This design comes from an exercise in tuning for small area on the open sky130 flow, not from production work. At most, simulation tests tie the RTL to the original design; equivalence was not proved. Power figures rest on the tool's default switching activity, not on a simulated workload.

Design float_multiply, start of the top module:
module float_multiply (clk, reset, IN1, IN2, OUT);
input clk, reset;
input [31:0] IN1, IN2;
output [31:0] OUT;
reg [31:0] X1;
reg [31:0] X2;
reg [2:0]  stage;
reg [28:0] acc;     
reg [0:0]  cf;      
wire changed;
neq64 u_cmp (.a({IN2, IN1}), .b({X2, X1}), .y(changed));
wire st0 = (stage == 3'd0);
wire st7 = (stage == 3'd7);
wire [22:0] fa_m;
ao22x23 u_fam (.a(IN1[22:0]), .sa(st0), .b(X1[22:0]), .sb(~st0), .y(fa_m));
reg [4:0] win;
always @(*) begin
    case (stage)
        3'd0: win = {IN2[1:0], 3'b000};
        3'd1: win = X2[5:1];
        3'd2: win = X2[9:5];
        3'd3: win = X2[13:9];
        3'd4: win = X2[17:13];
        3'd5: win = X2[21:17];
        default: win = {3'b001, X2[22:21]};
    endcase
end
wire one0 = win[0] ^ win[1];
wire two0 = (win[2] & ~win[1] & ~win[0]) | (~win[2] & win[1] & win[0]);
wire neg0 = win[2] & ~(win[1] & win[0]);
wire one1 = win[2] ^ win[3];
wire two1 = (win[4] & ~win[3] & ~win[2]) | (~win[4] & win[3] & win[2]);
wire neg1 = win[4] & ~(win[3] & win[2]);
wire [23:0] m0 = {1'b1, X1[22:0]};
wire [23:0] m1 = {1'b1, fa_m};
  ...
Settings: LEC_CHECK=0, CAP_MARGIN=5, CORE_MARGIN=2, CORE_UTILIZATION=60, CTS_BUF_LIST=sky130_fd_sc_hd__clkbuf_8, SLEW_MARGIN=5, SYNTH_HIERARCHICAL=1; clock period 10.0 ns.
standard.sh (not shown) runs the stock make flow with config.mk's settings and CLKGATE_MAP_FILE= SYNTH_SCRIPT=/design/flow/synth_recipe.tcl, a recipe that flattens the netlist after the stock synthesis.
==> flow/flow/run.sh <==
#!/bin/bash
# Standard layout, with the port buffers made from the smallest buffer cell
# and no dummy loads added to the clock tree.
set -euo pipefail
bash standard.sh \
  BUFFER_PORTS_ARGS="-buffer_cell sky130_fd_sc_hd__buf_1" \
  CTS_ARGS="-sink_clustering_enable -repair_clock_nets -buf_list sky130_fd_sc_hd__clkbuf_8 -dont_use_dummy_load" \
  finish > flow.log 2>&1
Rerun with:
--- a/flow/design.v
+++ b/flow/design.v
@@ -291,22 +291,19 @@
 wire a_keep = st7 & ~restart;     
 wire [40:0] xd;
 wire [29:0] ad;
 genvar gi;
 generate
     for (gi = 0; gi < 41; gi = gi + 1) begin : g_xd
         ao22s u_xd (.a(xin[gi]), .sa(st0), .b(xold[gi]), .sb(nst0), .y(xd[gi]));
     end
     for (gi = 0; gi < 30; gi = gi + 1) begin : g_ad
-        if (gi >= 26 && gi < 29)
-            assign ad[gi] = anew[gi] & a_new;
-        else
-            ao22s u_ad (.a(anew[gi]), .sa(a_new), .b(aold[gi]), .sb(a_keep), .y(ad[gi]));
+        ao22s u_ad (.a(anew[gi]), .sa(a_new), .b(aold[gi]), .sb(a_keep), .y(ad[gi]));
     end
 endgenerate
 always @(posedge clk) begin
     if (restart)
         stage <= 3'd0;
     else if (!st7)
         stage <= stage + 3'd1;
     X1 <= {xd[8:0], fa_m};
     X2 <= xd[40:9];
=> Clock skew falls by 0.0064 ns; critical path depth falls by 3; global-route usage rises by 0.69 points; cell area is about the same; synthesized cell count does not change; setup slack got worse by 0.16 ns; area after synthesis stays flat; die area barely changes; via count hardly moves; fmax falls by 1.7%; first-iteration DRC count rises by 8.1%; clock power is about the same.


== old ==
Another version of the RTL of float_multiply (not shown whole).
Size: about 650 cells after synthesis, roughly 98 I/O pins, roughly 0.0073 mm^2 of cells after synthesis.
Settings: LEC_CHECK=0, CAP_MARGIN=20, CORE_MARGIN=2, CORE_UTILIZATION=50, CTS_BUF_LIST=sky130_fd_sc_hd__clkbuf_8, SLEW_MARGIN=20, SYNTH_HIERARCHICAL=1; clock period 10.0 ns.
Scripts as last shown in full above: flow/flow/run.sh
--- input diff old..new ---
--- a/flow/design.v
+++ b/flow/design.v
@@ -69,22 +69,22 @@
 wire two0 = (win[2] & ~win[1] & ~win[0]) | (~win[2] & win[1] & win[0]);
 wire neg0 = win[2] & ~(win[1] & win[0]);
 wire one1 = win[2] ^ win[3];
 wire two1 = (win[4] & ~win[3] & ~win[2]) | (~win[4] & win[3] & win[2]);
 wire neg1 = win[4] & ~(win[3] & win[2]);
 wire [23:0] m0 = {1'b1, X1[22:0]};
 wire [23:0] m1 = {1'b1, fa_m};
 wire [24:0] pp0, pp1;
 brow u_row0 (.one(one0), .two(two0), .neg(neg0), .m(X1[22:0]), .pp(pp0));
 brow u_row1 (.one(one1), .two(two1), .neg(neg1), .m(fa_m), .pp(pp1));
-wire [24:0] A = acc[28:4] & {25{~st0}};
-wire [0:0] cfg = cf & {1{~st0}};
+wire [24:0] A = acc[28:4];
+wire [0:0] cfg = cf;
 wire nA24 = ~A[24];
 wire nneg0 = ~neg0;
 wire nneg1 = ~neg1;
 wire npp1_24 = ~pp1[24];
 wire fs0;
 wire fc0;
 wire fs1;
 wire fc1;
 wire fs2;
 wire fc2;
@@ -279,34 +279,36 @@
     fs5,
     fs3,
     fs1,
     fs0};
 wire [0:0] cf_n = {hc3};
 wire [40:0] xin = {IN2, IN1[31:23]};
 wire [40:0] xold = {X2, X1[31:23]};
 wire [29:0] anew = {cf_n, sum};
 wire [29:0] aold = {cf, acc};
 wire nst0 = ~st0;
-wire nst7 = ~st7;
+wire restart = reset || (st7 && changed);
+wire a_new = ~st7 & ~reset;       
+wire a_keep = st7 & ~restart;     
 wire [40:0] xd;
 wire [29:0] ad;
 genvar gi;
 generate
     for (gi = 0; gi < 41; gi = gi + 1) begin : g_xd
         ao22s u_xd (.a(xin[gi]), .sa(st0), .b(xold[gi]), .sb(nst0), .y(xd[gi]));
     end
     for (gi = 0; gi < 30; gi = gi + 1) begin : g_ad
-        ao22s u_ad (.a(anew[gi]), .sa(nst7), .b(aold[gi]), .sb(st7), .y(ad[gi]));
+        ao22s u_ad (.a(anew[gi]), .sa(a_new), .b(aold[gi]), .sb(a_keep), .y(ad[gi]));
     end
 endgenerate
 always @(posedge clk) begin
-    if (reset || (st7 && changed))
+    if (restart)
         stage <= 3'd0;
     else if (!st7)
         stage <= stage + 3'd1;
     X1 <= {xd[8:0], fa_m};
     X2 <= xd[40:9];
     acc <= ad[28:0];
     cf <= ad[29:29];
 end
 wire tc_in18 = 1'b0;
 wire tc_out18 = (acc[18] & cf[0]) | ((acc[18] | cf[0]) & tc_in18);
Notes after the runs:
- new finished all stages; the layout is clean.
- Summary: with old as the reference, number of gates on the worst path with buffers counted in new moved down by a few percent.
- Total power: new below old
- Per the comparison of new with old, xor/xnor share of the synthesized area went up 0.28 points; insertion delay of the later-clocked pin in the worst-skew pair level.
- new against old: sequential share of layout area went up 0.54 points; setup slack now smaller; wire length of the first global-routing pass went down 2.8%; count of routing violations after the opening detailed-route iteration saw a decrease.
- Relative to old, area after synthesis has decreased by about 2% in new.
- In the final reports, the cell area of new is smaller than that of old.
- Combinational cell fraction of total power, old and new: higher on old
- Diff old -> new | worst slack after detailed placement | increase of 92 ps
- [new] minimum clock period after layout rose 110 ps relative to old
No functional check of the RTL was part of old.


trial 8:
Another version of the RTL of float_multiply (not shown whole).
For scale: roughly 600 cells after synthesis, ~98 I/O pins, about 7500 um^2 of cells after synthesis.
==> flow/config.mk <==
export PLATFORM = sky130hd
export DESIGN_NAME = float_multiply
export DESIGN_NICKNAME = float_multiply
export VERILOG_FILES = /design/flow/design.v
export SDC_FILE = /design/flow/constraint.sdc
export NUM_CORES = 4
export LEC_CHECK = 0
export CAP_MARGIN = 20
export CORE_MARGIN = 2
export CORE_UTILIZATION = 50
export CTS_BUF_LIST = sky130_fd_sc_hd__clkbuf_8
export SLEW_MARGIN = 20
export SYNTH_HIERARCHICAL = 1
==> flow/constraint.sdc <==
create_clock -name core_clock -period 10.0 [get_ports {clk}]
set_input_delay 2.0000 -clock core_clock [delete_from_list [all_inputs] [get_ports {clk}]]
set_output_delay 2.0000 -clock core_clock [all_outputs]
set_load 0.01 [all_outputs]
Scripts as last shown in full above: flow/flow/run.sh
Input-level comparison between build 95 and trial 8:
--- a/flow/design.v
+++ b/flow/design.v
@@ -21,32 +21,44 @@
 assign y = (a == 31'd0);
 endmodule
 module brow (one, two, neg, m, pp);
 input one, two, neg;
 input [22:0] m;
 output [24:0] pp;
 wire [25:0] e = {neg, {{1'b1, m} ^ {24{neg}}}, neg};
 assign pp = ({25{one}} & e[25:1]) | ({25{two}} & e[24:0]);
 endmodule
+module ao22x23 (a, sa, b, sb, y);
+input [22:0] a, b;
+input sa, sb;
+output [22:0] y;
+assign y = (a & {23{sa}}) | (b & {23{sb}});
+endmodule
+module ao22s (a, sa, b, sb, y);
+input a, sa, b, sb;
+output y;
+assign y = (a & sa) | (b & sb);
+endmodule
 module float_multiply (clk, reset, IN1, IN2, OUT);
 input clk, reset;
 input [31:0] IN1, IN2;
 output [31:0] OUT;
 reg [31:0] X1;
 reg [31:0] X2;
 reg [2:0]  stage;
 reg [28:0] acc;     
 reg [0:0]  cf;      
 wire changed;
 neq64 u_cmp (.a({IN2, IN1}), .b({X2, X1}), .y(changed));
 wire st0 = (stage == 3'd0);
 wire st7 = (stage == 3'd7);
-wire [22:0] fa_m = (IN1[22:0] & {23{st0}}) | (X1[22:0] & {23{~st0}});
+wire [22:0] fa_m;
+ao22x23 u_fam (.a(IN1[22:0]), .sa(st0), .b(X1[22:0]), .sb(~st0), .y(fa_m));
 reg [4:0] win;
 always @(*) begin
     case (stage)
         3'd0: win = {IN2[1:0], 3'b000};
         3'd1: win = X2[5:1];
         3'd2: win = X2[9:5];
         3'd3: win = X2[13:9];
         3'd4: win = X2[17:13];
         3'd5: win = X2[21:17];
@@ -263,28 +275,35 @@
     fs13,
     fs11,
     fs9,
     fs7,
     fs5,
     fs3,
     fs1,
     fs0};
 wire [0:0] cf_n = {hc3};
+wire [40:0] xin = {IN2, IN1[31:23]};
+wire [40:0] xold = {X2, X1[31:23]};
+wire nst0 = ~st0;
+wire [40:0] xd;
+genvar gi;
+generate
+    for (gi = 0; gi < 41; gi = gi + 1) begin : g_xd
+        ao22s u_xd (.a(xin[gi]), .sa(st0), .b(xold[gi]), .sb(nst0), .y(xd[gi]));
+    end
+endgenerate
 always @(posedge clk) begin
     if (reset || (st7 && changed))
         stage <= 3'd0;
     else if (!st7)
         stage <= stage + 3'd1;
-    X1 <= {X1[31:23], fa_m};
-    if (st0) begin
-        X1[31:23] <= IN1[31:23];
-        X2 <= IN2;
-    end
+    X1 <= {xd[8:0], fa_m};
+    X2 <= xd[40:9];
     if (!st7) begin
         acc <= sum;
         cf <= cf_n;
     end
 end
 wire tc_in18 = 1'b0;
 wire tc_out18 = (acc[18] & cf[0]) | ((acc[18] | cf[0]) & tc_in18);
 wire p47 = acc[25] ^ (tc_out18 & (&acc[24:19]));
 wire np47 = ~p47;
@@ -312,19 +331,21 @@
 ha u_t16 (.a(acc[16]), .b(uc[16]), .s(u[16]), .co(uc[17]));
 ha u_t17 (.a(acc[17]), .b(uc[17]), .s(u[17]), .co(uc[18]));
 fa u_t18 (.a(acc[18]), .b(cf[0]), .c(uc[18]), .s(u[18]), .co(uc[19]));
 ha u_t19 (.a(acc[19]), .b(uc[19]), .s(u[19]), .co(uc[20]));
 ha u_t20 (.a(acc[20]), .b(uc[20]), .s(u[20]), .co(uc[21]));
 ha u_t21 (.a(acc[21]), .b(uc[21]), .s(u[21]), .co(uc[22]));
 ha u_t22 (.a(acc[22]), .b(uc[22]), .s(u[22]), .co(uc[23]));
 ha u_t23 (.a(acc[23]), .b(uc[23]), .s(u[23]), .co(uc[24]));
 assign u[24] = acc[24] ^ uc[24];
-wire [22:0] frac = p47 ? u[24:2] : u[23:1];
+wire g = st7 & ~zero;
+wire [22:0] frac_g;
+ao22x23 u_frac (.a(u[24:2]), .sa(g & p47), .b(u[23:1]), .sb(g & ~p47), .y(frac_g));
 wire [7:0] ex = X1[30:23];
 wire [7:0] ey = X2[30:23];
 wire [7:0] es;
 wire [8:0] ec;
 assign ec[0] = p47;
 fa u_e0 (.a(ex[0]), .b(ey[0]), .c(ec[0]), .s(es[0]), .co(ec[1]));
 fa u_e1 (.a(ex[1]), .b(ey[1]), .c(ec[1]), .s(es[1]), .co(ec[2]));
 fa u_e2 (.a(ex[2]), .b(ey[2]), .c(ec[2]), .s(es[2]), .co(ec[3]));
 fa u_e3 (.a(ex[3]), .b(ey[3]), .c(ec[3]), .s(es[3]), .co(ec[4]));
@@ -344,11 +365,11 @@
 ha u_ei4 (.a(es[4]), .b(eic[4]), .s(ei[4]), .co(eic[5]));
 ha u_ei5 (.a(es[5]), .b(eic[5]), .s(ei[5]), .co(eic[6]));
 ha u_ei6 (.a(es[6]), .b(eic[6]), .s(ei[6]), .co(eic[7]));
 assign ei[7] = es[7] ^ eic[7];
 wire [7:0] expo = {~ei[7], ei[6:0]};
 wire za, zb;
 isz31 u_za (.a(X1[30:0]), .y(za));
 isz31 u_zb (.a(X2[30:0]), .y(zb));
 wire zero = za | zb;
-assign OUT = (st7 && !zero) ? {X1[31] ^ X2[31], expo, frac} : 32'd0;
+assign OUT = {g & (X1[31] ^ X2[31]), expo & {8{g}}, frac_g};
 endmodule
Findings:
- Build 95 vs trial 8, met1 capacity usage during global routing went down by 0.49 points.
- Lower hold slack goes to build 95 over trial 8.
- Build 95 vs trial 8: instance count of the mapped netlist up in build 95
- Count of routing violations after the opening detailed-route iteration (higher): build 95
- Routed wire length (build 95 vs. trial 8) increases slightly
Only the layout flow was run in trial 8; the RTL was not checked for function there.

-- static timing again, ports no longer ideal --
How much do the figures lean on ideal ports? The routed layouts below were timed once more, with nothing changed but the port constraints.
Step 1 assumes that a clkbuf_16 drives the clock port and a buf_2 every other input.
Step 2 adds t to the input delays and takes it off the output delays; t is the mean of the earliest and latest rising clock arrival at the registers after step 1. Input paths then give back, and output paths get back, about the clock's delay inside the block.
a / b / c = ideal / step 1 / step 2; a / b = the first two.
| run | t (ns) | slack for setup (ns) | clock arrival spread, ns | slew at the worst register clock pin (ns) | cell pins on the clock port's net |
|---|---|---|---|---|---|
| the first run of note 1 | 0.410 | 0.563 / 0.563 / 0.187 | 0.021 / 0.020 | 0.10 / 0.10 | 1 |
| the second run of note 1 | 0.409 | 0.402 / 0.421 / 0.011 | 0.013 / 0.013 | 0.09 / 0.09 | 1 |
| old | 0.404 | 0.549 / 0.549 / 0.226 | 0.024 / 0.025 | 0.10 / 0.10 | 1 |
| new | 0.406 | 0.441 / 0.441 / 0.253 | 0.013 / 0.014 | 0.10 / 0.10 | 1 |
| trial 8 | 0.412 | 0.637 / 0.653 / 0.241 | 0.016 / 0.016 | 0.09 / 0.09 | 1 |
| build 95 | 0.408 | 0.395 / 0.395 / 0.317 | 0.019 / 0.019 | 0.09 / 0.09 | 1 |
After both steps setup and hold are still met in every run listed. For trial 8, which loses most, drivers alone change the setup slack by +0.016 ns; drivers and shift together by -0.396 ns.
